Source: an optimization exercise on an open RTL-to-GDS flow (aim: small area). Production flows keep margins and buffers that such runs may drop.
The RTL was checked by simulation tests, not by an equivalence proof against the original design.

===== flow/design.v =====
`timescale 1ns / 1ps
module tresholding #
(
    parameter ADC_WIDTH = 14
)
(
    input                                   clk,
    input                                   rst,
    input  signed [ADC_WIDTH-1:0]           detail_level,
    input  [31:0]                           gpio_cfg,
    input  [31:0]                           gpio_cfg_2,
    input  [27:0]                           multresult,
    output [ADC_WIDTH-1:0]                  threshold_detail_level,
    output [ADC_WIDTH-1:0]                  median_out,
    output [ADC_WIDTH-1:0]                  threshold_out_dbg,
    output [5:0]                            universal_threshold_constant_level_1,
    output [5:0]                            universal_threshold_constant_level_2,
    output [31:0]                           window_len,
    output                                  window_len_valid,
    output                                  denoise_lvl_1,
    output                                  denoise_lvl_2,
    output                                  reconsruct_lvl_2
);
    wire [16:0] window_size_cfg = gpio_cfg_2[16:0];
    wire        soft_or_hard    = gpio_cfg[31];
    wire        one_time_lock   = gpio_cfg[17];
    wire        release_median  = gpio_cfg[18];
    wire        denoised_en     = gpio_cfg[14];
    assign universal_threshold_constant_level_1 = gpio_cfg[30:25];
    assign universal_threshold_constant_level_2 = gpio_cfg[24:19];
    assign denoise_lvl_1    = gpio_cfg[14];
    assign denoise_lvl_2    = gpio_cfg[15];
    assign reconsruct_lvl_2 = gpio_cfg[16];
    assign window_len       = {15'd0, window_size_cfg};
    assign window_len_valid = 1'b1;
    assign threshold_out_dbg = multresult[17:4];
    wire [13:0] dabs = detail_level[13] ? (14'd0 - detail_level) : detail_level;
    reg  [7:0]  ge;         
    reg         bs_ge;      
    wire [10:0] bs_median_nx;
    reg  [10:0] bs_median;
    always @(posedge clk) begin
        ge[0] <= |dabs[13:3];
        ge[1] <= |dabs[13:4];
        ge[2] <= |dabs[13:5];
        ge[3] <= |dabs[13:6];
        ge[4] <= |dabs[13:7];
        ge[5] <= |dabs[13:8];
        ge[6] <= |dabs[13:9];
        ge[7] <= |dabs[13:10];
        bs_ge <= dabs >= {3'd0, bs_median_nx};
    end
    reg  [16:0] rst_cnt;
    wire        wend = (rst_cnt == 17'd0);
    reg         ms_not_first;
    reg  [4:0]  vpipe;       
    always @(posedge clk) begin
        if (rst)
            rst_cnt <= 17'd0;
        else if (wend | ~denoised_en)
            rst_cnt <= window_size_cfg;
        else
            rst_cnt <= rst_cnt - 17'd1;
    end
    always @(posedge clk) begin
        if (rst) begin
            ms_not_first <= 1'b0;
            vpipe        <= 5'd0;
        end else begin
            ms_not_first <= 1'b1;
            vpipe        <= {vpipe[3:0], ms_not_first & wend};
        end
    end
    reg  [17:0] cnt_all;
    reg  [17:0] cnt_ge [0:7];
    reg  [7:0]  a_or_b;
    wire [17:0] cdist [0:7];
    wire [7:0]  a_or_b_nx;
    always @(posedge clk) begin
        if (wend)
            cnt_all <= 18'd0;
        else
            cnt_all <= cnt_all + 18'd1;
    end
    genvar k;
    generate
        for (k = 0; k < 8; k = k + 1) begin : srch
            wire [17:0] big = cnt_ge[k];
            wire [17:0] sml = cnt_all - cnt_ge[k];
            assign a_or_b_nx[k] = big >= sml;
            assign cdist[k] = a_or_b_nx[k] ? (big - sml) : (sml - big);
            always @(posedge clk) begin
                if (wend)
                    cnt_ge[k] <= 18'd0;
                else
                    cnt_ge[k] <= cnt_ge[k] + {17'd0, ge[k]};
                if (wend)
                    a_or_b[k] <= a_or_b_nx[k];
            end
        end
    endgenerate
    wire        c10 = cdist[0] <= cdist[1];
    wire        c11 = cdist[2] <= cdist[3];
    wire        c12 = cdist[4] <= cdist[5];
    wire        c13 = cdist[6] <= cdist[7];
    wire [17:0] m10 = c10 ? cdist[0] : cdist[1];
    wire [17:0] m11 = c11 ? cdist[2] : cdist[3];
    wire [17:0] m12 = c12 ? cdist[4] : cdist[5];
    wire [17:0] m13 = c13 ? cdist[6] : cdist[7];
    wire [2:0]  i10 = c10 ? 3'd0 : 3'd1;
    wire [2:0]  i11 = c11 ? 3'd2 : 3'd3;
    wire [2:0]  i12 = c12 ? 3'd4 : 3'd5;
    wire [2:0]  i13 = c13 ? 3'd6 : 3'd7;
    wire        c20 = m10 <= m11;
    wire        c21 = m12 <= m13;
    wire [17:0] m20 = c20 ? m10 : m11;
    wire [17:0] m21 = c21 ? m12 : m13;
    wire [2:0]  i20 = c20 ? i10 : i11;
    wire [2:0]  i21 = c21 ? i12 : i13;
    wire        c30 = m20 <= m21;
    wire [17:0] m30 = c30 ? m20 : m21;
    wire [2:0]  i30 = c30 ? i20 : i21;
    wire        min_le1 = (m30[13:1] == 13'd0);
    reg  [3:0]  pd1, pd2, pd3, pd4, pd5;
    always @(posedge clk) begin
        pd1 <= {i30, min_le1};
        pd2 <= pd1;
        pd3 <= pd2;
        pd4 <= pd3;
        pd5 <= pd4;
    end
    wire        min_valid = vpipe[4];
    wire [2:0]  min_index = pd5[3:1];
    wire        min_flag  = pd5[0];
    localparam IDLE = 2'd0, CAL1 = 2'd1, CAL2 = 2'd2, CAVG = 2'd3;
    reg  [1:0]  state;
    reg         lock_median;
    reg         lock_median_s1;
    reg  [2:0]  sidx;           
    reg         sa;             
    reg         reset_median;
    reg         bs_not_first;
    reg         iter_nz;
    reg  [3:0]  rcode;          
    reg  [10:0] flow;           
    reg  [13:0] bsd;            
    reg         bsa;            
    reg         mm_flag;        
    reg  [13:0] prev_bsd;
    reg  [10:0] med;
    wire        go = min_valid & ~lock_median & (state == IDLE);
    wire [10:0] smi = 11'd8 << sidx;
    wire        reset_bs = (state == CAVG) & ~lock_median;
    wire [10:0] half_rng = (rcode == 4'd0) ? 11'd0 : (11'd1 << (rcode - 4'd1));
    wire [10:0] mid = flow | half_rng;
    assign bs_median_nx = rst ? 11'd0 : (reset_bs ? mid : bs_median);
    always @(posedge clk) begin
        if (rst)
            state <= IDLE;
        else case (state)
            IDLE: if (go) state <= CAL1;
            CAL1: state <= CAL2;
            CAL2: state <= CAVG;
            default: state <= IDLE;
        endcase
    end
    always @(posedge clk) begin
        if (min_valid)
            sidx <= min_index;
        if (go)
            sa <= a_or_b[min_index];
    end
    always @(posedge clk) begin
        if (rst)
            reset_median <= 1'b0;
        else if (min_valid & iter_nz) begin
            if (state == CAL1)
                reset_median <= 1'b0;
            if ((state == IDLE) && (sidx != min_index))
                reset_median <= 1'b1;
        end
    end
    always @(posedge clk) begin
        if (state == CAL1) begin
            if (~reset_median & bs_not_first) begin
                iter_nz <= 1'b1;
                rcode   <= rcode - 4'd1;
                if (bsa)
                    flow <= bs_median;
            end else begin
                iter_nz <= 1'b0;
                rcode   <= {1'b0, sidx} + 4'd2 + {3'd0, sa};
                flow    <= (sa ? 11'd8 : 11'd4) << sidx;
            end
        end
        if (rst)
            iter_nz <= 1'b0;
    end
    always @(posedge clk) begin
        if (rst)
            bs_not_first <= 1'b0;
        else if (state == CAL1)
            bs_not_first <= 1'b1;
    end
    reg  [17:0] bs_big, bs_sml;
    wire        bs_clr = min_valid | reset_bs;
    wire        bsa_nx = bs_big >= bs_sml;
    wire [17:0] bsd_nx = bsa_nx ? (bs_big - bs_sml) : (bs_sml - bs_big);
    always @(posedge clk) begin
        if (rst | bs_clr) begin
            bs_big <= 18'd0;
            bs_sml <= 18'd0;
        end else if (bs_ge)
            bs_big <= bs_big + 18'd1;
        else
            bs_sml <= bs_sml + 18'd1;
    end
    always @(posedge clk) begin
        if (go) begin
            bsd     <= bsd_nx[13:0];
            bsa     <= bsa_nx;
            mm_flag <= min_flag;
        end
    end
    always @(posedge clk) begin
        if (state == CAL1) begin
            if (reset_median | ~bs_not_first) begin
                med      <= smi;
                prev_bsd <= {3'd0, smi};
            end
        end
        if (state == CAL2) begin
            if ((iter_nz && bsd == 14'd0) || bsd == 14'd1) begin
                lock_median <= 1'b1;
                med         <= bs_median;
            end else if (mm_flag) begin
                lock_median <= 1'b1;
                med         <= smi;
            end else if (rcode == 4'd0) begin
                lock_median <= 1'b1;
            end else if (iter_nz && !(prev_bsd < bsd)) begin
                med      <= bs_median;
                prev_bsd <= bsd;
            end
        end
        if (rst) begin
            lock_median <= 1'b0;
            med         <= 11'd0;
        end
    end
    always @(posedge clk) begin
        if (rst)
            lock_median_s1 <= 1'b0;
        else
            lock_median_s1 <= lock_median;
        bs_median <= bs_median_nx;
    end
    assign median_out = {3'd0, med};
    wire lock_median_posedge = lock_median & ~lock_median_s1;
    reg         lock_threshold;
    reg  [13:0] thr_pos;
    wire [13:0] thr_neg = 14'd0 - thr_pos;
    always @(posedge clk) begin
        if (rst)
            lock_threshold <= 1'b0;
        else if (lock_median_posedge && one_time_lock)
            lock_threshold <= 1'b1;
        else if (release_median)
            lock_threshold <= 1'b0;
    end
    always @(posedge clk) begin
        if (~lock_threshold)
            thr_pos <= multresult[17:4];
    end
    reg  [13:0] soft_r, hard_r, thr_out;
    wire        pass = detail_level[13] ? ($signed(detail_level) <= $signed(thr_neg))
                                        : ($signed(detail_level) >= $signed(thr_pos));
    wire [13:0] soft_val = detail_level - (detail_level[13] ? thr_neg : thr_pos);
    always @(posedge clk) begin
        soft_r  <= pass ? soft_val : 14'd0;
        hard_r  <= pass ? detail_level : 14'd0;
        thr_out <= soft_or_hard ? soft_r : hard_r;
    end
    assign threshold_detail_level = thr_out;
endmodule

===== flow/run.sh =====
#!/bin/bash
# synth_recipe.tcl (not shown) runs the flow's synth.tcl, then flattens the netlist and writes it again
# the make line also repeats each setting of config.mk as NAME=value (left out here)
make -C /OpenROAD-flow-scripts/flow DESIGN_CONFIG=/design/flow/config.mk WORK_HOME=/design/flow/orfs CLKGATE_MAP_FILE= SYNTH_SCRIPT=/design/flow/synth_recipe.tcl finish

===== flow/config.mk =====
export PLATFORM = sky130hd
export DESIGN_NAME = tresholding
export DESIGN_NICKNAME = tresholding
export VERILOG_FILES = /design/flow/design.v
export SDC_FILE = /design/flow/constraint.sdc
export NUM_CORES = 4
export LEC_CHECK = 0
export CAP_MARGIN = 20
export CORE_MARGIN = 2
export CORE_UTILIZATION = 40
export PLACE_DENSITY = 0.6
export SLEW_MARGIN = 20

===== flow/constraint.sdc =====
create_clock -name core_clock -period 8.0 [get_ports {clk}]
set_input_delay 1.6000 -clock core_clock [delete_from_list [all_inputs] [get_ports {clk}]]
set_output_delay 1.6000 -clock core_clock [all_outputs]
set_load 0.01 [all_outputs]

==> flow_summary.json, run 1 <==
{
  "min_path_type": "reg2reg",
  "synthDistinctLibCells": 106,
  "ys_ff_latch": 393,
  "rows": 119,
  "post-place-ws_ps": -3670,
  "hold_buffers": 0,
  "fin_crit_sh": 1.386,
  "ys.flop_type": "dfxtp_1",
  "worst_slew_pin_slew_ps": 1041,
  "synthTopCellsByArea": "ha_1 20%, dfxtp_1 16%, xnor2_1 6.9%",
  "grt-ovfl-total": 0,
  "final_util": 0.5680,
  "setup_slack_ps": -3088,
  "critPathMostFrequentCell": "buf_4",
  "grt_first_pass_wirelength_um": 220700,
  "netlist.area_leader.share": 0.1987,
  "grt_usage": 0.2518,
  "antenna_found_initial": 2,
  "reg2reg_slack_ps": -3090,
  "syn-cell-area_um2": 42250,
  "dieArea_um2": 108200,
  "r2r-start": "cnt_all[1]",
  "drcViolationCount": 0,
  "slowest_delay_ps": 550,
  "cts_tree": "built",
  "required_ps": 8580,
  "die_x_um": 329.0,
  "timing.rr.end": "pd1[0]",
  "path_class": "reg2reg",
  "rsz0062_at_grt": "true",
  "cts.sinks": 393,
  "start_util": 0.4025,
  "core_area_um2": 105000,
  "period_needed_ps": 11090,
  "place_congestion": 0.9662,
  "grt_max_degree": 71,
  "ys_seq_area_frac": 0.1997,
  "synth_top_cell_by_area": "ha_1",
  "cts-root-buf": "clkbuf_16",
  "cts.clk_slew.worst_paths_ps": 70,
  "antenna_left": 0,
  "drt-wirelength-per-cell_um": 16.77,
  "failed_checks": "setup timing",
  "startpoint_type": "register",
  "synth_cells": 5291,
  "hold_end": "pd3[2]",
  "grt_pass1_vias": 42240,
  "dr.pass1.iters": 5,
  "final_cell_mix": "1552 x buf_4, 655 x ha_1, 514 x inv_1",
  "die_h_um": 329.0,
  "relSlewSlack": 0.2993,
  "drt-total-wl_um": 139000,
  "worstSetupStartpoint": "cnt_all[1]",
  "hold_path_depth": 0,
  "end_kind": "register",
  "min_from": "pd2[2]",
  "fill_cells": 9616,
  "synthToLayoutAreaGrowth_pct": 41.13,
  "synth_edf_count": 57,
  "drive_above_1_share": 0.2901,
  "path_max_fanout": 6,
  "syn_avg_cell_area_um2": 7.985,
  "status": "failed layout checks",
  "clk_path_buf_depth": 3,
  "nNetsFinal": 7663,
  "hold_viol": 0,
  "hpwl_um": 112000,
  "finClkSkew_ps": 42.98,
  "clock.fmax_mhz": 90.19,
  "arrival_ps": 11670,
  "drtIter0Drc": 2435,
  "async_reset_ff_frac": 0,
  "cts_buffers": 49,
  "slew_violations": 0,
  "setup_violations": 4,
  "pin_count": 198,
  "clk_latency_ps": 670,
  "synth_warnings": 2,
  "reg2reg_depth": 65,
  "cp_slowest_cell": "or4_4",
  "antenna_cells": 0,
  "htree_levels": 2,
  "port_buffers": 107,
  "layout_commonest_cell": "buf_4",
  "avgViaCountPerCell": 5.125,
  "max-cap-violations": 0,
  "num_vias": 42480
}
logic make-up (layout without fill, tap and decap cells):
group / after synthesis / in the layout / share of synthesized area
adders and majority gates: 698 / 698 / 0.2115
xor gates and xnor gates: 507 / 507 / 0.1055
muxes: 164 / 164 / 0.04057
and+or+nand+nor: 1529 / 1529 / 0.1761
other: 2 / 19 / 0.0001778
DFF: 393 / 393 / 0.1997
AOI/OAI and AO/OA: 1254 / 1254 / 0.1922
buffers and inverters: 744 / 2333 / 0.07425
how the worst max path moves through the flow:
stage	endpoint	slack [ps]	depth (start not counted)
after floorplan	pd1[0]	-2570	61
after global placement	pd1[0]	-3540	58
after detailed placement	pd1[0]	-3670	58
after CTS	pd1[0]	-2790	61
after global routing	pd1[0]	-3690	61
final	pd1[0]	-3090	65
worst max-delay path: cells and delay by family (launching register included):
| kind | cells | cell delay, ps |
|---|---|---|
| AOI/OAI and AO/OA | 17 | 2980 |
| adders and majority gates | 5 | 1420 |
| buffers and inverters | 22 | 2360 |
| DFF | 1 | 430 |
| muxes | 3 | 790 |
| and+or+nand+nor | 18 | 2990 |
timing repair:
item | 4_1_cts | 5_1_grt
pin swaps | 131 | 81
gates cloned | 4 | 0
setup buffers | 107 | 16
resized for setup | 222 | 96
endpoints found under the setup margin | 4 | 4
cells in the mapped netlist (13+ instances only):
library cell  number
o21bai_1          39
buf_4             72
ha_1             671
nand2b_1          66
nand2_1          302
nand4_1           91
dfxtp_1          336
a221oi_1          15
and3_1            44
a211o_1           13
a21oi_1          371
inv_1            519
a31oi_1           38
nor3b_1           18
a211oi_1          75
mux2i_1          124
or3_1             41
o21a_1            43
fa_1              27
edfxtp_1          57
xor2_1           171
nand3_1          132
nor3_1           119
o21ai_0          239
mux2_2            37
buf_2             33
and2_1            33
xnor2_1          334
o221ai_1          14
or2_2             16
a221o_1           13
a21o_1           190
clkbuf_1          99
o22ai_1           21
o31ai_1           26
nor4_1            21
a21boi_0          24
o41ai_1           14
o211ai_1          27
nor2b_1          128
nor2_1           471
layer usage:
layer | up-vias | global-route usage | wire (um)
met5 | - | 0 | 20
met4 | 2 | 0.07802 | 4567
met3 | 206 | 0.03168 | 6713
met2 | 915 | 0.4121 | 61780
met1 | 19810 | 0.3439 | 65870
li1 | 21540 | - | -
registers in the layout (all words and copies together), names as in the netlist, 14 cells and up:
register / count
cnt_ge: 144
bs_big: 18
bs_sml: 18
cnt_all: 18
rst_cnt: 17
bsd: 14
hard_r: 14
prev_bsd: 14
soft_r: 14
thr_out: 14
thr_pos: 14
area by class of cell:
class | count | area (um^2) | share of cell area
Sequential cell | 393 | 8448 | 0.1417
Multi-Input combinational cell | 4171 | 32120 | 0.5387
Timing Repair Buffer | 1718 | 13630 | 0.2286
Clock inverter | 20 | 265.3 | 0.004449
Tap cell | 1391 | 1740 | 0.02919
Inverter | 524 | 1986 | 0.03330
Clock buffer | 71 | 1431 | 0.02401
through the flow:
stage / hold WS, ps / instances / instance area (um^2) / setup TNS (ps)
final: 318.6 / 8288 / 59630 / -10810
after global routing: 329.8 / 8288 / 59630 / -13100
after CTS: 323.6 / 8274 / 59040 / -9634
after detailed placement: 313.8 / 8073 / 55590 / -12930
after global placement: 311.3 / 8073 / 55590 / -12520
after floorplan: 309.6 / 5308 / 42590 / -8063
==> run 2: changes to the inputs <==
--- a/flow/design.v
+++ b/flow/design.v
@@ -75,11 +75,16 @@
     reg  [17:0] cnt_ge [0:7];
+    reg  [2:0]  y_all;           
+    reg  [2:0]  y_ge [0:7];
     reg  [7:0]  a_or_b;
-    wire [17:0] cdist [0:7];
-    wire [7:0]  a_or_b_nx;
-    always @(posedge clk) begin
-        if (wend)
-            cnt_all <= 18'd0;
-        else
-            cnt_all <= cnt_all + 18'd1;
-    end
+    reg  [2:0]  ph;              
+    reg         cancel;          
+    reg  [17:0] run_min;
+    reg  [2:0]  run_idx;
+    wire        young  = (y_all != 3'd5);
+    wire        frozen = (ph == 3'd1) || (ph == 3'd2) || (ph == 3'd3);
+    wire        start_long = (ph == 3'd0) & wend & ~young;
+    wire [2:0]  y_all_nx = wend ? 3'd0 : ((y_all == 3'd5) ? 3'd5 : y_all + 3'd1);
+    wire [2:0]  y_ge_nx [0:7];
+    wire [2:0]  sd [0:7];
+    wire [7:0]  sa_nx;
     genvar k;
@@ -87,13 +92,17 @@
         for (k = 0; k < 8; k = k + 1) begin : srch
-            wire [17:0] big = cnt_ge[k];
-            wire [17:0] sml = cnt_all - cnt_ge[k];
-            assign a_or_b_nx[k] = big >= sml;
-            assign cdist[k] = a_or_b_nx[k] ? (big - sml) : (sml - big);
+            wire signed [4:0] sx = $signed({1'b0, y_ge[k], 1'b0}) - $signed({2'b0, y_all});
+            assign sa_nx[k] = ~sx[4];
+            assign sd[k] = sx[4] ? -sx[2:0] : sx[2:0];
+            assign y_ge_nx[k] = wend ? 3'd0 : y_ge[k] + {2'd0, ge[k]};
             always @(posedge clk) begin
-                if (wend)
-                    cnt_ge[k] <= 18'd0;
-                else
-                    cnt_ge[k] <= cnt_ge[k] + {17'd0, ge[k]};
-                if (wend)
-                    a_or_b[k] <= a_or_b_nx[k];
+                y_ge[k] <= y_ge_nx[k];
+                if (ph == 3'd3)
+                    cnt_ge[k] <= {15'd0, y_ge_nx[k]};
+                else if (!frozen) begin
+                    if (wend) begin
+                        if (young)
+                            cnt_ge[k] <= 18'd0;
+                    end else
+                        cnt_ge[k] <= cnt_ge[k] + {17'd0, ge[k]};
+                end
             end
@@ -101,10 +110,66 @@
     endgenerate
-    wire        c10 = cdist[0] <= cdist[1];
-    wire        c11 = cdist[2] <= cdist[3];
-    wire        c12 = cdist[4] <= cdist[5];
-    wire        c13 = cdist[6] <= cdist[7];
-    wire [17:0] m10 = c10 ? cdist[0] : cdist[1];
-    wire [17:0] m11 = c11 ? cdist[2] : cdist[3];
-    wire [17:0] m12 = c12 ? cdist[4] : cdist[5];
-    wire [17:0] m13 = c13 ? cdist[6] : cdist[7];
+    always @(posedge clk) begin
+        y_all <= y_all_nx;
+        if (ph == 3'd3)
+            cnt_all <= {15'd0, y_all_nx};
+        else if (!frozen) begin
+            if (wend) begin
+                if (young)
+                    cnt_all <= 18'd0;
+            end else
+                cnt_all <= cnt_all + 18'd1;
+        end
+    end
+    always @(posedge clk) begin
+        if (rst)
+            ph <= 3'd0;
+        else if (ph == 3'd0)
+            ph <= start_long ? 3'd1 : 3'd0;
+        else
+            ph <= (ph == 3'd4) ? 3'd0 : ph + 3'd1;
+    end
+    wire [17:0] lb0 = cnt_ge[{ph[1:0], 1'b0}];
+    wire [17:0] lb1 = cnt_ge[{ph[1:0], 1'b1}];
+    wire [17:0] ls0 = cnt_all - lb0;
+    wire [17:0] ls1 = cnt_all - lb1;
+    wire [18:0] lx0 = {1'b0, lb0} - {1'b0, ls0};
+    wire [18:0] lx1 = {1'b0, lb1} - {1'b0, ls1};
+    wire        la0 = ~lx0[18];
+    wire        la1 = ~lx1[18];
+    wire [17:0] ld0 = la0 ? lx0[17:0] : (18'd0 - lx0[17:0]);
+    wire [17:0] ld1 = la1 ? lx1[17:0] : (18'd0 - lx1[17:0]);
+    wire        lc  = ld0 <= ld1;
+    wire [17:0] lpd = lc ? ld0 : ld1;
+    wire [2:0]  lpi = {ph[1:0], ~lc};
+    always @(posedge clk) begin
+        if (ph == 3'd0) begin
+            run_min <= lpd;
+            run_idx <= lpi;
+        end else if (lpd < run_min) begin
+            run_min <= lpd;
+            run_idx <= lpi;
+        end
+    end
+    always @(posedge clk) begin
+        if (ph == 3'd0)
+            cancel <= 1'b0;
+        else if (wend)
+            cancel <= 1'b1;
+    end
+    always @(posedge clk) begin
+        if (start_long || (frozen && !cancel)) begin
+            a_or_b[{ph[1:0], 1'b0}] <= la0;
+            a_or_b[{ph[1:0], 1'b1}] <= la1;
+        end
+        if (wend && young)
+            a_or_b <= sa_nx;
+    end
+    wire        c10 = sd[0] <= sd[1];
+    wire        c11 = sd[2] <= sd[3];
+    wire        c12 = sd[4] <= sd[5];
+    wire        c13 = sd[6] <= sd[7];
+    wire [2:0]  m10 = c10 ? sd[0] : sd[1];
+    wire [2:0]  m11 = c11 ? sd[2] : sd[3];
+    wire [2:0]  m12 = c12 ? sd[4] : sd[5];
+    wire [2:0]  m13 = c13 ? sd[6] : sd[7];
     wire [2:0]  i10 = c10 ? 3'd0 : 3'd1;
@@ -115,4 +180,4 @@
     wire        c21 = m12 <= m13;
-    wire [17:0] m20 = c20 ? m10 : m11;
-    wire [17:0] m21 = c21 ? m12 : m13;
+    wire [2:0]  m20 = c20 ? m10 : m11;
+    wire [2:0]  m21 = c21 ? m12 : m13;
     wire [2:0]  i20 = c20 ? i10 : i11;
@@ -120,5 +185,5 @@
     wire        c30 = m20 <= m21;
-    wire [17:0] m30 = c30 ? m20 : m21;
+    wire [2:0]  m30 = c30 ? m20 : m21;
     wire [2:0]  i30 = c30 ? i20 : i21;
-    wire        min_le1 = (m30[13:1] == 13'd0);
+    wire        min_le1 = (m30[2:1] == 2'd0);
     reg  [3:0]  pd1, pd2, pd3, pd4, pd5;
@@ -129,3 +194,3 @@
         pd4 <= pd3;
-        pd5 <= pd4;
+        pd5 <= (ph == 3'd4) ? {run_idx, run_min[13:1] == 13'd0} : pd4;
     end
==> run 2 against run 1 <==
Effect of this change: still fails the layout checks on setup timing; critical path depth fell by 15; via count fell by 41%; area after synthesis down 29%; clock skew decreased by 7.5 ps; die area down 29%; largest cell class unchanged.
==> flow_summary.json, run 2 <==
{
  "cts.sinks": 445,
  "worst_slew_pin_slew_ps": 1037,
  "period_needed_ps": 9056,
  "grt_first_pass_wirelength_um": 123200,
  "cts.clk_slew.worst_paths_ps": 60,
  "cp_slowest_cell": "or4_4",
  "failed_checks": "setup timing",
  "largest_registers": "cnt_ge: 144 flops, y_ge: 24 flops",
  "fill_cells": 6968,
  "fin_cells": 4896,
  "rows": 100,
  "die_h_um": 277.1,
  "synth_most_common_cell": "nor2_1",
  "arrival_ps": 9350,
  "regArea_um2": 9967,
  "rsz0062_at_grt": "true",
  "die_x_um": 277.1,
  "synthTopCellsByArea": "dfxtp_1 23%, ha_1 12%, edfxtp_1 11%",
  "fin_crit_sh": 1.132,
  "required_ps": 8300,
  "reg2reg_depth": 50,
  "ys_seq_area_frac": 0.3339,
  "end_kind": "register",
  "cts-root-buf": "clkbuf_16",
  "clock.fmax_mhz": 110.4,
  "max-cap-violations": 0,
  "final_cell_mix": "453 x buf_4, 338 x dfxtp_1, 336 x nor2_1",
  "async_reset_ff_frac": 0,
  "port_buffers": 107,
  "cts_buffers": 51,
  "synth_cells": 3430,
  "grt_max_degree": 50,
  "hold_path_depth": 0,
  "synth_mux_area_frac": 0.03494,
  "reg2reg_slack_ps": -1060,
  "syn_avg_cell_area_um2": 8.697,
  "r2r-start": "ph[1]",
  "numPlacedInstances": 4766,
  "hold_buffers": 0,
  "startpoint_type": "register",
  "synth_warnings": 3,
  "stdcell_area_um2": 37180,
  "critPathMostFrequentCell": "a21o_1",
  "num_vias": 25120,
  "clk_path_buf_depth": 3,
  "setup_slack_ps": -1056,
  "min_path_type": "reg2reg",
  "synthAdderAreaFrac": 0.1333,
  "synth_top_family_by_area": "simple AND/OR/NAND/NOR gates",
  "drcViolationCount": 0,
  "synth_edf_count": 105,
  "finClkSkew_ps": 35.53,
  "setup_violations": 21,
  "drt-wirelength-per-cell_um": 15.56,
  "path_max_fanout": 8,
  "avgViaCountPerCell": 5.131,
  "hold_end": "pd3[1]",
  "multi_input_area_um2": 18820,
  "regMostFlops": "cnt_ge",
  "synth_top_cell_by_area": "dfxtp_1",
  "min_from": "pd2[1]",
  "largest_reg_flops": 144,
  "slowest_delay_ps": 610,
  "ys_ff_latch": 445,
  "nNetsFinal": 4299,
  "whs_ps": 323.0,
  "synth_compound_area_frac": 0.1549,
  "place_congestion": 0.9076,
  "synth_xor_area_frac": 0.09718,
  "cts_tree": "built",
  "grt-ovfl-total": 0,
  "hold_viol": 0,
  "antenna_left": 0,
  "dieArea_um2": 76780,
  "drtIter0Drc": 1370,
  "grt_usage": 0.1932,
  "layout_commonest_cell": "buf_4",
  "synthToLayoutAreaGrowth_pct": 24.63,
  "htree_levels": 2,
  "relSlewSlack": 0.3070,
  "clk_latency_ps": 610,
  "grt_pass1_vias": 24240,
  "placed_area_um2": 34650,
  "core_area_um2": 74200,
  "antenna_found_initial": 1,
  "drive_above_1_share": 0.1887,
  "ys.flop_type": "dfxtp_1",
  "start_util": 0.4021,
  "hpwl_um": 57740,
  "synth_commonest_cells": "342 x nor2_1, 340 x dfxtp_1, 291 x ha_1",
  "antenna_cells": 0,
  "syn-cell-area_um2": 29830,
  "synthSimpleGateAreaFrac": 0.1854,
  "path_class": "reg2reg",
  "timing.rr.end": "run_min[2]",
  "status": "failed layout checks",
  "drt-total-wl_um": 76180,
  "pin_count": 198,
  "setup_tns_ps": -21910,
  "slew_violations": 0,
  "dr.pass1.iters": 6,
  "netlist.area_leader.share": 0.2282,
  "synthDistinctLibCells": 98
}
## run 2: changes by cell type after synthesis, sizes merged, moves of 107 or more
cell   previous run  this run
a21o            191        74
a21oi           371       204
ha              671       291
inv             523       220
nor2            473       345
o21ai           242       135
xnor2           336       176
## run 2: critical path: cells and delay by family (launching register included)
kind / cells / cell delay (ps)
simple gates: 4 / 800
compound gates: 31 / 4900
fa+ha+maj: 6 / 1490
xor+xnor: 2 / 310
flops: 1 / 370
buf+inv: 7 / 870
## run 2: logic make-up after synthesis
family                   Yosys count
multiplexers                      95
adder cells (fa/ha/maj)          309
AO/OA/AOI/OAI                    698
buffers and inverters            409
AND/OR/NAND/NOR                 1141
flip-flops                       445
XOR/XNOR                         331
other                              2
## run 2: worst max-delay path by stage
stage | to | start | cells past startpoint
2_1_floorplan | run_idx[0] | ph[0] | 54
3_3_place_gp | run_idx[0] | ph[1] | 50
3_5_place_dp | run_idx[1] | ph[0] | 49
4_1_cts | run_min[7] | ph[1] | 51
5_1_grt | run_min[4] | ph[1] | 52
6_report | run_min[2] | ph[1] | 50
## run 2: routing by layer
metal  up-vias  routed length (um)  part of all wire  GRT usage
li1      12900                   -                 -          -
met1     11760               37170              0.49     0.2687
met2       363               34890              0.46     0.3199
met3        93                2716             0.036    0.02303
met4         0                1397             0.018    0.04418
met5         -                   0                 0          0
## run 2: metrics by stage
stage	utilization	setup slack, ps
2_1_floorplan	-	-1184
3_3_place_gp	0.4670	-1399
3_5_place_dp	0.4670	-1560
4_1_cts	0.4950	-1197
5_1_grt	0.5011	-1587
6_report	0.5011	-1056
## run 2: area by class of cell
cell class,count,share of cell area
Clock inverter,23,0.005856
Clock buffer,72,0.04146
Multi-Input combinational cell,2596,0.5061
Tap cell,969,0.03261
Timing Repair Buffer,569,0.1233
Sequential cell,445,0.2681
Inverter,222,0.02255
## run 2: timing repair
action                                  in CTS  in global routing
cloned                                       3                  0
endpoints found under the setup margin      21                 24
setup buffers                               17                 15
gates resized for setup                     39                 59
pin swaps                                   20                 44
==> run 3: changes to the inputs <==
--- a/flow/design.v
+++ b/flow/design.v
@@ -85,2 +85,4 @@
     wire        start_long = (ph == 3'd0) & wend & ~young;
+    wire        cnt_clr = ~frozen & wend & young;
+    wire        cnt_en  = ~frozen & ~wend;
     wire [2:0]  y_all_nx = wend ? 3'd0 : ((y_all == 3'd5) ? 3'd5 : y_all + 3'd1);
@@ -100,9 +102,6 @@
                     cnt_ge[k] <= {15'd0, y_ge_nx[k]};
-                else if (!frozen) begin
-                    if (wend) begin
-                        if (young)
-                            cnt_ge[k] <= 18'd0;
-                    end else
-                        cnt_ge[k] <= cnt_ge[k] + {17'd0, ge[k]};
-                end
+                else if (cnt_clr)
+                    cnt_ge[k] <= 18'd0;
+                else
+                    cnt_ge[k] <= cnt_ge[k] + {17'd0, ge[k] & cnt_en};
             end
@@ -114,9 +113,6 @@
             cnt_all <= {15'd0, y_all_nx};
-        else if (!frozen) begin
-            if (wend) begin
-                if (young)
-                    cnt_all <= 18'd0;
-            end else
-                cnt_all <= cnt_all + 18'd1;
-        end
+        else if (cnt_clr)
+            cnt_all <= 18'd0;
+        else
+            cnt_all <= cnt_all + {17'd0, cnt_en};
     end
@@ -132,10 +128,12 @@
     wire [17:0] lb1 = cnt_ge[{ph[1:0], 1'b1}];
-    wire [17:0] ls0 = cnt_all - lb0;
-    wire [17:0] ls1 = cnt_all - lb1;
-    wire [18:0] lx0 = {1'b0, lb0} - {1'b0, ls0};
-    wire [18:0] lx1 = {1'b0, lb1} - {1'b0, ls1};
-    wire        la0 = ~lx0[18];
-    wire        la1 = ~lx1[18];
-    wire [17:0] ld0 = la0 ? lx0[17:0] : (18'd0 - lx0[17:0]);
-    wire [17:0] ld1 = la1 ? lx1[17:0] : (18'd0 - lx1[17:0]);
+    wire [19:0] lu0 = {1'b0, lb0, 1'b0} - {2'b0, cnt_all};
+    wire [19:0] lu1 = {1'b0, lb1, 1'b0} - {2'b0, cnt_all};
+    wire [17:0] lv0 = cnt_all - {lb0[16:0], 1'b0};
+    wire [17:0] lv1 = cnt_all - {lb1[16:0], 1'b0};
+    wire        lw0 = lb0 > cnt_all;
+    wire        lw1 = lb1 > cnt_all;
+    wire        la0 = lw0 ? (~lu0[19] & lu0[18]) : ~lu0[19];
+    wire        la1 = lw1 ? (~lu1[19] & lu1[18]) : ~lu1[19];
+    wire [17:0] ld0 = la0 ? lu0[17:0] : lv0;
+    wire [17:0] ld1 = la1 ? lu1[17:0] : lv1;
     wire        lc  = ld0 <= ld1;
@@ -326,3 +324,2 @@
     reg  [13:0] thr_pos;
-    wire [13:0] thr_neg = 14'd0 - thr_pos;
     always @(posedge clk) begin
@@ -340,7 +337,10 @@
     reg  [13:0] soft_r, hard_r, thr_out;
-    wire        pass = detail_level[13] ? ($signed(detail_level) <= $signed(thr_neg))
-                                        : ($signed(detail_level) >= $signed(thr_pos));
-    wire [13:0] soft_val = detail_level - (detail_level[13] ? thr_neg : thr_pos);
+    wire        dneg = detail_level[13];
+    wire [14:0] thr_x = {thr_pos[13], thr_pos} ^ {15{~dneg}};
+    wire [14:0] tsum  = {detail_level[13], detail_level} + thr_x + {14'd0, ~dneg};
+    wire        tsum_lo0 = (tsum[13:0] == 14'd0);
+    wire        p_min = (thr_pos == 14'h2000);
+    wire        pass = dneg ? (tsum_lo0 | (tsum[14] & ~p_min)) : ~tsum[14];
     always @(posedge clk) begin
-        soft_r  <= pass ? soft_val : 14'd0;
+        soft_r  <= pass ? tsum[13:0] : 14'd0;
         hard_r  <= pass ? detail_level : 14'd0;
==> run 3 against run 2 <==
Effect of this change: the layout still fails its checks (setup timing); worst setup slack better by 1000 ps; non-clock buffer count down 283; register-to-register slack better by 1000 ps; clock-buffer cell count down 9; utilization down 2.4 points; synthesized cell count down 5.6%; global-route usage down 0.16 points; critical path type unchanged; sequential cell count unchanged; hold slack better by 2.7 ps; final cell count down 10%.
==> flow_summary.json, run 3 <==
{
  "status": "failed layout checks",
  "failed_checks": "setup timing",
  "grt_busiest_layer": "met2",
  "cp_top_family": "compound AO/OA/AOI/OAI gates",
  "max-cap-violations": 0,
  "final_util": 0.4773,
  "place_congestion": 0.8543,
  "grt_usage": 0.1916,
  "rows": 97,
  "antenna_cells": 0,
  "core_area_um2": 70150,
  "pin_count": 198,
  "period_needed_ps": 8052,
  "die_x_um": 270.5,
  "critPathMostFrequentCell": "buf_4",
  "placed_area_um2": 31080,
  "drtIter0Drc": 1522,
  "start_util": 0.4049,
  "port_buffers": 107,
  "fin_cells": 4398,
  "clk_path_buf_depth": 3,
  "async_reset_ff_frac": 0,
  "synth_cells": 3238,
  "cts_tree": "built",
  "hold_viol": 0,
  "grt-ovfl-total": 0,
  "ys_ff_latch": 445,
  "antenna_left": 0,
  "ys_seq_area_frac": 0.3411,
  "synthSimpleGateAreaFrac": 0.1765,
  "synthDistinctLibCells": 87,
  "min_from": "pd1[1]",
  "grt_util_met2": 0.3027,
  "grt_max_degree": 107,
  "r2r-start": "ph[1]",
  "min_path_type": "reg2reg",
  "largest_reg_flops": 144,
  "dieArea_um2": 73160,
  "syn-cell-area_um2": 28400,
  "cts.clk_slew.worst_paths_ps": 60,
  "synth_commonest_cells": "382 x nor2_1, 367 x dfxtp_1, 302 x ha_1",
  "synth_warnings": 3,
  "netlist.area_leader.share": 0.2587,
  "grtUsageMet3": 0.02787,
  "post-place-ws_ps": -145.0,
  "synth_top_cell_by_area": "dfxtp_1",
  "setup_slack_ps": -51.59,
  "cp_slowest_cell": "or4_4",
  "ys.flop_type": "dfxtp_1",
  "final_cell_mix": "382 x nor2_1, 365 x dfxtp_1, 289 x ha_1",
  "synth_most_common_cell": "nor2_1",
  "drcViolationCount": 0,
  "finClkSkew_ps": 60.72,
  "path_class": "reg2reg",
  "grt_pass1_vias": 22170,
  "stdcell_area_um2": 33490,
  "slew_violations": 0,
  "startpoint_type": "register",
  "hold_buffers": 0,
  "synth_xor_area_frac": 0.09061,
  "num_vias": 22830,
  "synthTopCellsByArea": "dfxtp_1 26%, ha_1 13%, edfxtp_1 8.2%",
  "drt-total-wl_um": 70960,
  "slowest_delay_ps": 580,
  "cts_buffers": 51,
  "end_kind": "register",
  "relSlewSlack": 0.2648,
  "critPathBufInv": 11,
  "clk_latency_ps": 630,
  "synthToLayoutAreaGrowth_pct": 17.89,
  "layout_commonest_cell": "nor2_1",
  "cts.sinks": 445,
  "die_h_um": 270.5,
  "largest_registers": "cnt_ge: 144 flops, y_ge: 24 flops",
  "hpwl_um": 53460,
  "drt-wirelength-per-cell_um": 16.13,
  "antenna_found_initial": 0,
  "drive_above_1_share": 0.1108,
  "setup_violations": 17,
  "multi_input_area_um2": 17500,
  "synth_edf_count": 78,
  "clock.fmax_mhz": 124.2,
  "cts-root-buf": "clkbuf_16",
  "setup_tns_ps": -726.0,
  "avgViaCountPerCell": 5.191,
  "nNetsFinal": 3842,
  "htree_levels": 2,
  "synthAdderAreaFrac": 0.1436,
  "syn_avg_cell_area_um2": 8.772,
  "synth_top_family_by_area": "simple AND/OR/NAND/NOR gates",
  "path_max_fanout": 12,
  "regMostFlops": "cnt_ge",
  "synth_compound_area_frac": 0.1464,
  "arrival_ps": 8340,
  "regArea_um2": 9697,
  "synth_mux_area_frac": 0.04075,
  "grt_use_met1": 0.2745,
  "required_ps": 8290,
  "worstSetupStartpoint": "ph[1]",
  "worst_slew_pin_slew_ps": 1103,
  "fill_cells": 6761,
  "rsz0062_at_grt": "true",
  "numPlacedInstances": 4276,
  "dr.pass1.iters": 5,
  "fin_crit_sh": 1.006,
  "grt_first_pass_wirelength_um": 115700
}
-- run 3: cell count changes in the layout (fill, tap and decap cells not counted), moves of 38 or more --
| cell | change |
|---|---|
| xor2_1 | -38 |
| o21ai_0 | -58 |
| or3_1 | -40 |
| nand2_1 | -43 |
| buf_4 | -288 |
| nor2_1 | +46 |
-- run 3: what timing repair did --
action,CTS,global route
buffers inserted,13,11
gates cloned,5,0
resized for setup,45,28
pin swaps,6,2
hold endpoints to repair,0,0
endpoints found under the setup margin,21,21
-- run 3: cell type report --
type                    count  share of cell area
clock inverters            31             0.01140
repair buffers            286             0.07660
flip-flops and latches    445              0.2896
well taps                 940             0.03512
multi-input cells        2418              0.5227
clock buffers              63             0.04039
inverters                 215             0.02425
-- run 3: cells by family (layout without fill, tap and decap cells) --
group | after synthesis | in the layout
and+or+nand+nor | 1065 | 1065
AOI/OAI and AO/OA | 616 | 616
DFF | 445 | 445
buffers and inverters | 392 | 595
adders and majority gates | 317 | 317
xor gates and xnor gates | 293 | 293
muxes | 108 | 108
other | 2 | 19
-- run 3: final timing paths --
path / to / slack [ps] / depth (start not counted)
worst max-delay path: run_min[9] / -50 / 40
worst min-delay path: pd2[1] / 330 / 0
worst min register to register: pd2[1] / 330 / 0
worst max register to register: run_min[9] / -50 / 40
-- run 3: layer usage --
| metal | wire length (um) | up-vias |
|---|---|---|
| li1 | - | 11630 |
| met1 | 35270 | 10690 |
| met2 | 31330 | 437 |
| met3 | 3018 | 81 |
| met4 | 1346 | 0 |
| met5 | 0 | - |
-- run 3: metrics by stage --
stage | hold WS, ps
2_1_floorplan | 309.6
3_3_place_gp | 310.1
3_5_place_dp | 312.8
4_1_cts | 326.5
5_1_grt | 332.8
6_report | 325.7
==> run 4: changes to the inputs <==
--- a/flow/design.v
+++ b/flow/design.v
@@ -126,4 +126,11 @@
     end
-    wire [17:0] lb0 = cnt_ge[{ph[1:0], 1'b0}];
-    wire [17:0] lb1 = cnt_ge[{ph[1:0], 1'b1}];
+    reg  [17:0] lb0, lb1;
+    always @(*) begin
+        case (ph[1:0])
+            2'd0:    begin lb0 = cnt_ge[0]; lb1 = cnt_ge[1]; end
+            2'd1:    begin lb0 = cnt_ge[2]; lb1 = cnt_ge[3]; end
+            2'd2:    begin lb0 = cnt_ge[4]; lb1 = cnt_ge[5]; end
+            default: begin lb0 = cnt_ge[6]; lb1 = cnt_ge[7]; end
+        endcase
+    end
     wire [19:0] lu0 = {1'b0, lb0, 1'b0} - {2'b0, cnt_all};
@@ -141,7 +148,7 @@
     wire [2:0]  lpi = {ph[1:0], ~lc};
+    wire        lt0 = ld0 < run_min;
+    wire        lt1 = ld1 < run_min;
+    wire        upd = (ph == 3'd0) | (lc ? lt0 : lt1);
     always @(posedge clk) begin
-        if (ph == 3'd0) begin
-            run_min <= lpd;
-            run_idx <= lpi;
-        end else if (lpd < run_min) begin
+        if (upd) begin
             run_min <= lpd;
==> run 4 against run 3 <==
Effect of this change: sequential share of layout area increased by 0.71 points; utilization down 2.1 points; now clean on timing, DRC and antenna; sequential cell count stayed put; register-to-register slack better by 510 ps.
==> flow_summary.json, run 4 <==
{
  "required_ps": 8340,
  "start_util": 0.4051,
  "nNetsFinal": 3803,
  "clk_path_buf_depth": 3,
  "port_buffers": 107,
  "antenna_cells": 0,
  "netlist.area_leader.share": 0.2533,
  "grt_first_pass_wirelength_um": 115700,
  "end_kind": "register",
  "synth_compound_area_frac": 0.1469,
  "num_vias": 22870,
  "die_x_um": 273.3,
  "synth_most_common_cell": "dfxtp_1",
  "synthAdderAreaFrac": 0.1466,
  "grt_usage": 0.1897,
  "cts_tree": "built",
  "fin_cells": 4357,
  "fin_crit_sh": 0.9430,
  "dr.pass1.iters": 5,
  "synth_mux_area_frac": 0.04611,
  "cts.clk_slew.worst_paths_ps": 60,
  "cp_slowest_cell": "a221oi_1",
  "regMostFlops": "cnt_ge",
  "pin_count": 198,
  "synth_xor_area_frac": 0.08998,
  "synth_top_family_by_area": "simple AND/OR/NAND/NOR gates",
  "stdcell_area_um2": 32660,
  "arrival_ps": 7890,
  "synth_cells": 3324,
  "synthDistinctLibCells": 81,
  "rows": 98,
  "slew_violations": 0,
  "regArea_um2": 9689,
  "drt-wirelength-per-cell_um": 16.43,
  "synthTopCellsByArea": "dfxtp_1 25%, ha_1 14%, edfxtp_1 8.1%",
  "numPlacedInstances": 4259,
  "critPathMostFrequentCell": "a21o_1",
  "multi_input_area_um2": 17590,
  "path_max_fanout": 19,
  "grt-ovfl-total": 0,
  "synthToLayoutAreaGrowth_pct": 12.58,
  "period_needed_ps": 7544,
  "syn-cell-area_um2": 29010,
  "post-place-ws_ps": 307.5,
  "synth_top_cell_by_area": "dfxtp_1",
  "placed_area_um2": 30780,
  "htree_levels": 2,
  "largest_reg_flops": 144,
  "ys_ff_latch": 445,
  "relSlewSlack": 0.2969,
  "antenna_left": 0,
  "synthSimpleGateAreaFrac": 0.1728,
  "drt-total-wl_um": 71570,
  "cts_buffers": 51,
  "synth_warnings": 3,
  "core_area_um2": 71610,
  "setup_violations": 0,
  "hold_buffers": 0,
  "worst_slew_pin_slew_ps": 1051,
  "dieArea_um2": 74690,
  "hpwl_um": 54410,
  "setup_slack_ps": 456.0,
  "largest_registers": "cnt_ge: 144 flops, y_ge: 24 flops",
  "drive_above_1_share": 0.06986,
  "slowest_delay_ps": 510,
  "grt_pass1_vias": 22090,
  "hold_viol": 0,
  "fill_cells": 7095,
  "async_reset_ff_frac": 0,
  "place_congestion": 0.8963,
  "final_cell_mix": "367 x dfxtp_1, 327 x nor2_1, 310 x ha_1",
  "drtIter0Drc": 1511,
  "path_class": "reg2reg",
  "syn_avg_cell_area_um2": 8.727,
  "clock.fmax_mhz": 132.6,
  "layout_commonest_cell": "dfxtp_1",
  "cts-root-buf": "clkbuf_16",
  "min_path_type": "reg2reg",
  "max-cap-violations": 0,
  "clk_latency_ps": 600,
  "finClkSkew_ps": 15.18,
  "die_h_um": 273.3,
  "ys_seq_area_frac": 0.3340,
  "ys.flop_type": "dfxtp_1",
  "cts.sinks": 445,
  "synth_edf_count": 78,
  "status": "timing/DRC/antenna clean",
  "synth_commonest_cells": "367 x dfxtp_1, 327 x nor2_1, 315 x ha_1",
  "antenna_found_initial": 1,
  "avgViaCountPerCell": 5.250,
  "startpoint_type": "register",
  "grt_max_degree": 90,
  "drcViolationCount": 0
}
run 4: cell count changes in the layout (fill, tap and decap cells not counted), moves of 27 or more:
cell	before	now
a21oi_1	153	205
a22oi_1	63	36
buf_4	165	47
mux2_2	37	65
nand2_1	206	259
nor2_1	382	327
o21ai_0	59	105
run 4: what timing repair did:
item,in CTS,in global routing
setup buffers,0,2
endpoints found under the setup margin,0,36
resized for setup,0,3
run 4: cell type report:
cell class,instances,area share
clock inverters,23,0.009310
clock buffers,72,0.04716
well taps,950,0.03640
inverters,235,0.02701
flip-flops and latches,445,0.2967
repair buffers,156,0.04467
multi-input cells,2476,0.5388
run 4: kinds of logic (layout without fill, tap and decap cells):
logic type / Yosys count / count (layout)
AO/OA/AOI/OAI: 650 / 651
XOR/XNOR: 298 / 298
adder cells (fa/ha/maj): 331 / 331
buffers and inverters: 421 / 486
flip-flops: 445 / 445
multiplexers: 123 / 123
other: 2 / 19
AND/OR/NAND/NOR: 1054 / 1054
run 4: worst paths after layout:
check                end  slack, ps  depth (start not counted)    from
max          run_min[15]        460                         29   ph[1]
max reg2reg  run_min[15]        460                         29   ph[1]
min               pd4[0]        320                          0  pd3[0]
min reg2reg       pd4[0]        320                          0  pd3[0]
run 4: through the flow:
stage	hold WS [ps]	setup TNS, ps	utilization
6_report	322.8	0	0.4561
5_1_grt	331.3	-4.105	0.4561
3_5_place_dp	312.1	0	0.4298
2_1_floorplan	309.6	0	-
3_3_place_gp	310.2	0	0.4298
4_1_cts	325.1	0	0.4555
run 4: critical path, delay by kind of cell, from the launching register on:
kind,cells,cell delay (ps)
DFF,1,470
and+or+nand+nor,4,440
xor gates and xnor gates,1,210
AOI/OAI and AO/OA,14,3390
buffers and inverters,4,860
muxes,3,980
adders and majority gates,3,870
run 4: layer usage:
metal  GRT usage  share of wire
met5           0        0.00011
met4     0.04602          0.019
met1      0.2677           0.50
met3     0.02684          0.042
met2      0.3044           0.44
==> run 5: changes to the inputs <==
--- a/flow/config.mk
+++ b/flow/config.mk
@@ -9,4 +9,4 @@
 export CORE_MARGIN = 2
-export CORE_UTILIZATION = 40
-export PLACE_DENSITY = 0.6
+export CORE_UTILIZATION = 60
+export PLACE_DENSITY = 0.75
 export SLEW_MARGIN = 20
==> run 5 against run 4 <==
Effect of this change: hold slack improved by 3.6 ps; utilization rose by 21 points; clock-buffer cell count did not move; register-to-register slack got worse by 150 ps; non-clock buffer count down 7; highest routed layer is now met4; critical path depth grew 1; sequential share of layout area grew 0.60 points; wire length up 2.2%.
==> flow_summary.json, run 5 <==
{
  "status": "timing/DRC/antenna clean",
  "synth_warnings": 3,
  "synth_most_common_cell": "dfxtp_1",
  "synth_commonest_cells": "367 x dfxtp_1, 327 x nor2_1, 315 x ha_1",
  "final_cell_mix": "367 x dfxtp_1, 327 x nor2_1, 313 x ha_1",
  "rsz0062_at_grt": "false",
  "stdcell_area_um2": 32010,
  "final_util": 0.6704,
  "cts-root-buf": "clkbuf_16",
  "clock.fmax_mhz": 129.9,
  "path_class": "reg2reg",
  "nNetsFinal": 3793,
  "min_path_type": "reg2reg",
  "ys_ff_latch": 445,
  "grt_pass1_vias": 23350,
  "slowest_delay_ps": 590,
  "synth_edf_count": 78,
  "required_ps": 8310,
  "relSlewSlack": 0.2451,
  "cts_buffers": 49,
  "hold_viol": 0,
  "antenna_found_initial": 1,
  "hpwl_um": 55870,
  "grt_first_pass_wirelength_um": 117600,
  "ys_seq_area_frac": 0.3340,
  "grt_max_degree": 80,
  "pin_count": 198,
  "grt_usage": 0.2875,
  "layout_commonest_cell": "dfxtp_1",
  "syn_avg_cell_area_um2": 8.727,
  "drt-wirelength-per-cell_um": 18.26,
  "period_needed_ps": 7699,
  "clk_latency_ps": 600,
  "cts_tree": "built",
  "dieArea_um2": 50120,
  "synthToLayoutAreaGrowth_pct": 10.34,
  "num_vias": 23880,
  "fin_crit_sh": 0.9623,
  "place_congestion": 0.8939,
  "grt-ovfl-total": 0,
  "finClkSkew_ps": 11.39,
  "antenna_left": 0,
  "startpoint_type": "register",
  "cts.sinks": 445,
  "worst_slew_pin_slew_ps": 1118,
  "setup_violations": 0,
  "clk_path_buf_depth": 3,
  "setup_slack_ps": 301.2,
  "cp_slowest_cell": "a222oi_1",
  "setup_tns_ps": 0,
  "ys.flop_type": "dfxtp_1",
  "core_area_um2": 47750,
  "critPathMostFrequentCell": "a21o_1",
  "dr.pass1.iters": 7,
  "synthTopCellsByArea": "dfxtp_1 25%, ha_1 14%, edfxtp_1 8.1%",
  "die_x_um": 223.9,
  "cts.clk_slew.worst_paths_ps": 60,
  "async_reset_ff_frac": 0,
  "placed_area_um2": 30370,
  "die_h_um": 223.9,
  "drive_above_1_share": 0.06486,
  "netlist.area_leader.share": 0.2533,
  "drtIter0Drc": 1635,
  "regMostFlops": "cnt_ge",
  "largest_registers": "cnt_ge: 144 flops, y_ge: 24 flops",
  "critPathBufInv": 6,
  "post-place-ws_ps": 475.9,
  "synthDistinctLibCells": 81,
  "end_kind": "register",
  "drt-total-wl_um": 73170,
  "slew_violations": 0,
  "path_max_fanout": 22,
  "max-cap-violations": 0,
  "synth_top_cell_by_area": "dfxtp_1",
  "rows": 80,
  "start_util": 0.6075,
  "cp_top_family": "compound AO/OA/AOI/OAI gates",
  "synth_cells": 3324,
  "port_buffers": 107,
  "syn-cell-area_um2": 29010,
  "drcViolationCount": 0,
  "avgViaCountPerCell": 5.957,
  "largest_reg_flops": 144,
  "htree_levels": 2,
  "arrival_ps": 8010
}
run 5: cell counts after synthesis:
Identical to the previous run, type by type.
run 5: kinds of logic after synthesis:
group / synth area share
AO/OA/AOI/OAI: 0.1469
XOR/XNOR: 0.08998
adder cells (fa/ha/maj): 0.1466
buffers and inverters: 0.06328
flip-flops: 0.3340
multiplexers: 0.04611
other: 0.0002589
AND/OR/NAND/NOR: 0.1728
run 5: final timing paths:
kind	startpoint	endpoint	slack, ps	cells past startpoint
min	pd1[3]	pd2[3]	330	0
max	ph[0]	run_min[3]	300	30
max reg2reg	ph[0]	run_min[3]	300	30
min reg2reg	pd1[3]	pd2[3]	330	0
run 5: layout make-up:
| type | count | area [um^2] |
|---|---|---|
| multi-input cells | 2475 | 17580 |
| fillers | 3875 | 15740 |
| flip-flops and latches | 445 | 9689 |
| repair buffers | 149 | 1461 |
| clock buffers | 72 | 1445 |
| inverters | 235 | 882.1 |
| well taps | 615 | 769.5 |
| clock inverters | 16 | 175.2 |
| diodes | 1 | 2.502 |
run 5: routing by layer:
| metal | GRT usage | vias to the layer above | routed length [um] |
|---|---|---|---|
| li1 | - | 11570 | - |
| met1 | 0.3858 | 11460 | 33100 |
| met2 | 0.4839 | 724 | 34050 |
| met3 | 0.04092 | 126 | 4169 |
| met4 | 0.08086 | 0 | 1860 |
| met5 | 0 | - | 0 |
run 5: repair_timing:
item	in CTS	in global routing
setup buffers	0	0
hold buffers	0	0
endpoints found under the setup margin	0	31
resized for setup	0	3
run 5: through the flow:
step,instances,hold slack [ps]
after floorplan,3341,309.6
final,4008,326.4
after CTS,4007,326.8
after global routing,4008,330.8
after global placement,3919,315.2
after detailed placement,3919,312.1
==> run 6: changes to the inputs <==
--- a/flow/design.v
+++ b/flow/design.v
@@ -76,3 +76,3 @@
     reg  [2:0]  y_all;           
-    reg  [2:0]  y_ge [0:7];
+    reg  [1:0]  y_ge [0:7];
     reg  [7:0]  a_or_b;
@@ -82,3 +82,3 @@
     reg  [2:0]  run_idx;
-    wire        young  = (y_all != 3'd5);
+    wire        young  = (y_all != 3'd4);
     wire        frozen = (ph == 3'd1) || (ph == 3'd2) || (ph == 3'd3);
@@ -87,5 +87,5 @@
     wire        cnt_en  = ~frozen & ~wend;
-    wire [2:0]  y_all_nx = wend ? 3'd0 : ((y_all == 3'd5) ? 3'd5 : y_all + 3'd1);
-    wire [2:0]  y_ge_nx [0:7];
-    wire [2:0]  sd [0:7];
+    wire [2:0]  y_all_nx = wend ? 3'd0 : ((y_all == 3'd4) ? 3'd4 : y_all + 3'd1);
+    wire [1:0]  y_ge_nx [0:7];
+    wire [7:0]  smid;
     wire [7:0]  sa_nx;
@@ -94,6 +94,6 @@
         for (k = 0; k < 8; k = k + 1) begin : srch
-            wire signed [4:0] sx = $signed({1'b0, y_ge[k], 1'b0}) - $signed({2'b0, y_all});
-            assign sa_nx[k] = ~sx[4];
-            assign sd[k] = sx[4] ? -sx[2:0] : sx[2:0];
-            assign y_ge_nx[k] = wend ? 3'd0 : y_ge[k] + {2'd0, ge[k]};
+            assign sa_nx[k] = {y_ge[k], 1'b0} >= y_all;
+            assign smid[k] = (y_all[1:0] == 2'd2) ? (y_ge[k] == 2'd1) :
+                             (y_all[1:0] == 2'd3) ? (y_ge[k] == 2'd1 || y_ge[k] == 2'd2) : 1'b1;
+            assign y_ge_nx[k] = wend ? 2'd0 : y_ge[k] + {1'd0, ge[k]};
             always @(posedge clk) begin
@@ -101,3 +101,3 @@
                 if (ph == 3'd3)
-                    cnt_ge[k] <= {15'd0, y_ge_nx[k]};
+                    cnt_ge[k] <= {16'd0, y_ge_nx[k]};
                 else if (cnt_clr)
@@ -171,24 +171,17 @@
     end
-    wire        c10 = sd[0] <= sd[1];
-    wire        c11 = sd[2] <= sd[3];
-    wire        c12 = sd[4] <= sd[5];
-    wire        c13 = sd[6] <= sd[7];
-    wire [2:0]  m10 = c10 ? sd[0] : sd[1];
-    wire [2:0]  m11 = c11 ? sd[2] : sd[3];
-    wire [2:0]  m12 = c12 ? sd[4] : sd[5];
-    wire [2:0]  m13 = c13 ? sd[6] : sd[7];
-    wire [2:0]  i10 = c10 ? 3'd0 : 3'd1;
-    wire [2:0]  i11 = c11 ? 3'd2 : 3'd3;
-    wire [2:0]  i12 = c12 ? 3'd4 : 3'd5;
-    wire [2:0]  i13 = c13 ? 3'd6 : 3'd7;
-    wire        c20 = m10 <= m11;
-    wire        c21 = m12 <= m13;
-    wire [2:0]  m20 = c20 ? m10 : m11;
-    wire [2:0]  m21 = c21 ? m12 : m13;
-    wire [2:0]  i20 = c20 ? i10 : i11;
-    wire [2:0]  i21 = c21 ? i12 : i13;
-    wire        c30 = m20 <= m21;
-    wire [2:0]  m30 = c30 ? m20 : m21;
-    wire [2:0]  i30 = c30 ? i20 : i21;
-    wire        min_le1 = (m30[2:1] == 2'd0);
+    reg  [2:0]  i30;
+    always @(*) begin
+        casez (smid)
+            8'b???????1: i30 = 3'd0;
+            8'b??????10: i30 = 3'd1;
+            8'b?????100: i30 = 3'd2;
+            8'b????1000: i30 = 3'd3;
+            8'b???10000: i30 = 3'd4;
+            8'b??100000: i30 = 3'd5;
+            8'b?1000000: i30 = 3'd6;
+            8'b10000000: i30 = 3'd7;
+            default:     i30 = 3'd0;
+        endcase
+    end
+    wire        min_le1 = |smid;
     reg  [3:0]  pd1, pd2, pd3, pd4, pd5;
==> run 6 against run 5 <==
Effect of this change: still clean; utilization grew 0.47 points; sequential cell count shrank 8; maximum frequency rose by 0.35%; sequential share of layout area increased by 0.84 points; non-clock buffer count grew 15; register-to-register slack improved by 30 ps; area after synthesis is 4.7% lower; critical endpoint is now run_min[17]; highest routed layer unchanged.
==> flow_summary.json, run 6 <==
{
  "place_congestion": 0.9039,
  "dieArea_um2": 47800,
  "largest_reg_flops": 144,
  "synth_commonest_cells": "382 x nor2_1, 359 x dfxtp_1, 296 x ha_1",
  "synthTopCellsByArea": "dfxtp_1 26%, ha_1 13%, edfxtp_1 8.5%",
  "setup_violations": 0,
  "finClkSkew_ps": 29.81,
  "drt-wirelength-per-cell_um": 17.52,
  "grt_pass1_vias": 21770,
  "max-cap-violations": 0,
  "drtIter0Drc": 1493,
  "multi_input_area_um2": 16460,
  "cts.clk_slew.worst_paths_ps": 60,
  "dr.pass1.iters": 6,
  "ys_seq_area_frac": 0.3448,
  "antenna_found_initial": 0,
  "synthDistinctLibCells": 75,
  "startpoint_type": "register",
  "regMostFlops": "cnt_ge",
  "fin_crit_sh": 0.9590,
  "relSlewSlack": 0.2488,
  "avgViaCountPerCell": 5.803,
  "slew_violations": 0,
  "arrival_ps": 8010,
  "status": "timing/DRC/antenna clean",
  "grt_max_degree": 102,
  "clock.fmax_mhz": 130.3,
  "nNetsFinal": 3631,
  "die_x_um": 218.6,
  "antenna_left": 0,
  "core_area_um2": 45380,
  "drive_above_1_share": 0.07160,
  "clk_latency_ps": 610,
  "clk_path_buf_depth": 3,
  "path_class": "reg2reg",
  "die_h_um": 218.6,
  "syn-cell-area_um2": 27640,
  "fill_cells": 3687,
  "cts_tree": "built",
  "setup_tns_ps": 0,
  "period_needed_ps": 7672,
  "antenna_cells": 0,
  "ys_ff_latch": 437,
  "num_vias": 22360,
  "grt_usage": 0.2819,
  "min_path_type": "reg2reg",
  "pin_count": 198,
  "synth_most_common_cell": "nor2_1",
  "synth_warnings": 3,
  "port_buffers": 107,
  "cts.sinks": 437,
  "htree_levels": 2,
  "synth_edf_count": 78,
  "grt-ovfl-total": 0,
  "worst_slew_pin_slew_ps": 1115,
  "ys.flop_type": "dfxtp_1",
  "layout_commonest_cell": "nor2_1",
  "cts_buffers": 46,
  "drcViolationCount": 0,
  "start_util": 0.6090,
  "synth_cells": 3169,
  "regArea_um2": 9530,
  "required_ps": 8330,
  "synth_top_cell_by_area": "dfxtp_1",
  "slowest_delay_ps": 540,
  "hold_viol": 0,
  "drt-total-wl_um": 67540,
  "cts-root-buf": "clkbuf_16",
  "end_kind": "register",
  "async_reset_ff_frac": 0,
  "cp_slowest_cell": "clkinvlp_2",
  "final_cell_mix": "382 x nor2_1, 358 x dfxtp_1, 294 x ha_1",
  "hpwl_um": 51110,
  "netlist.area_leader.share": 0.2600,
  "syn_avg_cell_area_um2": 8.722,
  "synthToLayoutAreaGrowth_pct": 10.84,
  "rows": 78,
  "critPathMostFrequentCell": "ha_1",
  "path_max_fanout": 11,
  "grt_first_pass_wirelength_um": 109900
}
run 6: changes by cell type after synthesis, sizes merged, moves of 10 or more:
cell and delta:
ha -19, a21oi -37, mux2i -22, nand2 -31, clkbuf -24, inv -12, nor2 +55, xnor2 -14
buf +17, a21o +32, nand4 -10
run 6: layer usage:
layer	vias up	share of wire	global-route usage
met2	588	0.46	0.4661
met3	94	0.054	0.03619
li1	11000	-	-
met1	10680	0.47	0.3914
met4	0	0.019	0.06485
met5	-	0	0
run 6: layout make-up:
cell class,instances,area share
clock inverters,17,0.006290
repair buffers,164,0.04999
well taps,600,0.02451
clock buffers,65,0.04321
flip-flops and latches,437,0.3111
repair inverters,1,0.0001634
inverters,224,0.02757
multi-input cells,2346,0.5372
run 6: repair_timing:
item	4_1_cts	5_1_grt
hold buffers	0	0
resized for setup	0	12
endpoints found under the setup margin	0	39
setup buffers	0	1
run 6: critical path: cells and delay by family (launching register included):
kind	cells	cell delay (ps)
compound gates	14	2920
xor+xnor	1	230
fa+ha+maj	3	1150
buf+inv	3	900
flops	1	470
mux	3	1090
simple gates	3	610
run 6: path summary, 6_finish.rpt:
kind | from | end | slack (ps) | depth (start not counted)
setup / recovery | ph[1] | run_min[17] | 330 | 27
hold / removal | pd3[0] | pd4[0] | 330 | 0
setup reg to reg | ph[1] | run_min[17] | 330 | 27
hold reg to reg | pd3[0] | pd4[0] | 330 | 0
run 6: cells by family (layout without fill, tap and decap cells):
kind of cell | after synthesis | in the layout | synth area share
simple gates | 1025 | 1025 | 0.1721
fa+ha+maj | 304 | 304 | 0.1395
buf+inv | 403 | 471 | 0.06483
mux | 106 | 106 | 0.04355
xor+xnor | 280 | 280 | 0.08873
flops | 437 | 437 | 0.3448
compound gates | 612 | 612 | 0.1463
other cells | 2 | 19 | 0.0002717
run 6: through the flow:
step	cells	instance area (um^2)	util	setup WS, ps	hold WS (ps)
finish	3854	30630	0.6750	328.0	325.9
global route	3854	30630	0.6750	-6.010	326.3
CTS	3852	30570	0.6736	83.33	327.2
detailed placement	3770	29050	0.6401	150.7	313.5
global placement	3770	29050	0.6401	294.7	314.9
floorplan	3186	27710	-	122.4	309.6

-- what the ideal ports hide --
The results above use ideal ports. As a check the final layouts listed here were re-extracted and re-timed, cells and wires unchanged.
Step 1 assumes that a clkbuf_16 drives the clock port and a buf_2 every other input.
Step 2 also shifts input and output timing later by t, the mid clock arrival at the registers, as if the neighbouring blocks saw the same clock.
Slacks: ideal ports / drivers / drivers and shift; pairs: ideal ports / drivers.
run	t (ns)	slack for setup (ns)	latest minus earliest clock arrival (ns)	worst slew at a driven data input, ns	cell pins on the clock port's net
run 1	0.717	-3.088 / -3.088 / -3.088	0.043 / 0.044	0.07	1
run 2	0.651	-1.056 / -1.056 / -1.056	0.040 / 0.039	0.07	1
run 3	0.666	-0.052 / -0.052 / -0.052	0.062 / 0.063	0.06	1
run 4	0.657	0.456 / 0.456 / 0.456	0.017 / 0.017	0.07	1
run 5	0.653	0.301 / 0.301 / 0.301	0.011 / 0.011	0.07	1
run 6	0.652	0.328 / 0.328 / 0.328	0.030 / 0.030	0.07	1
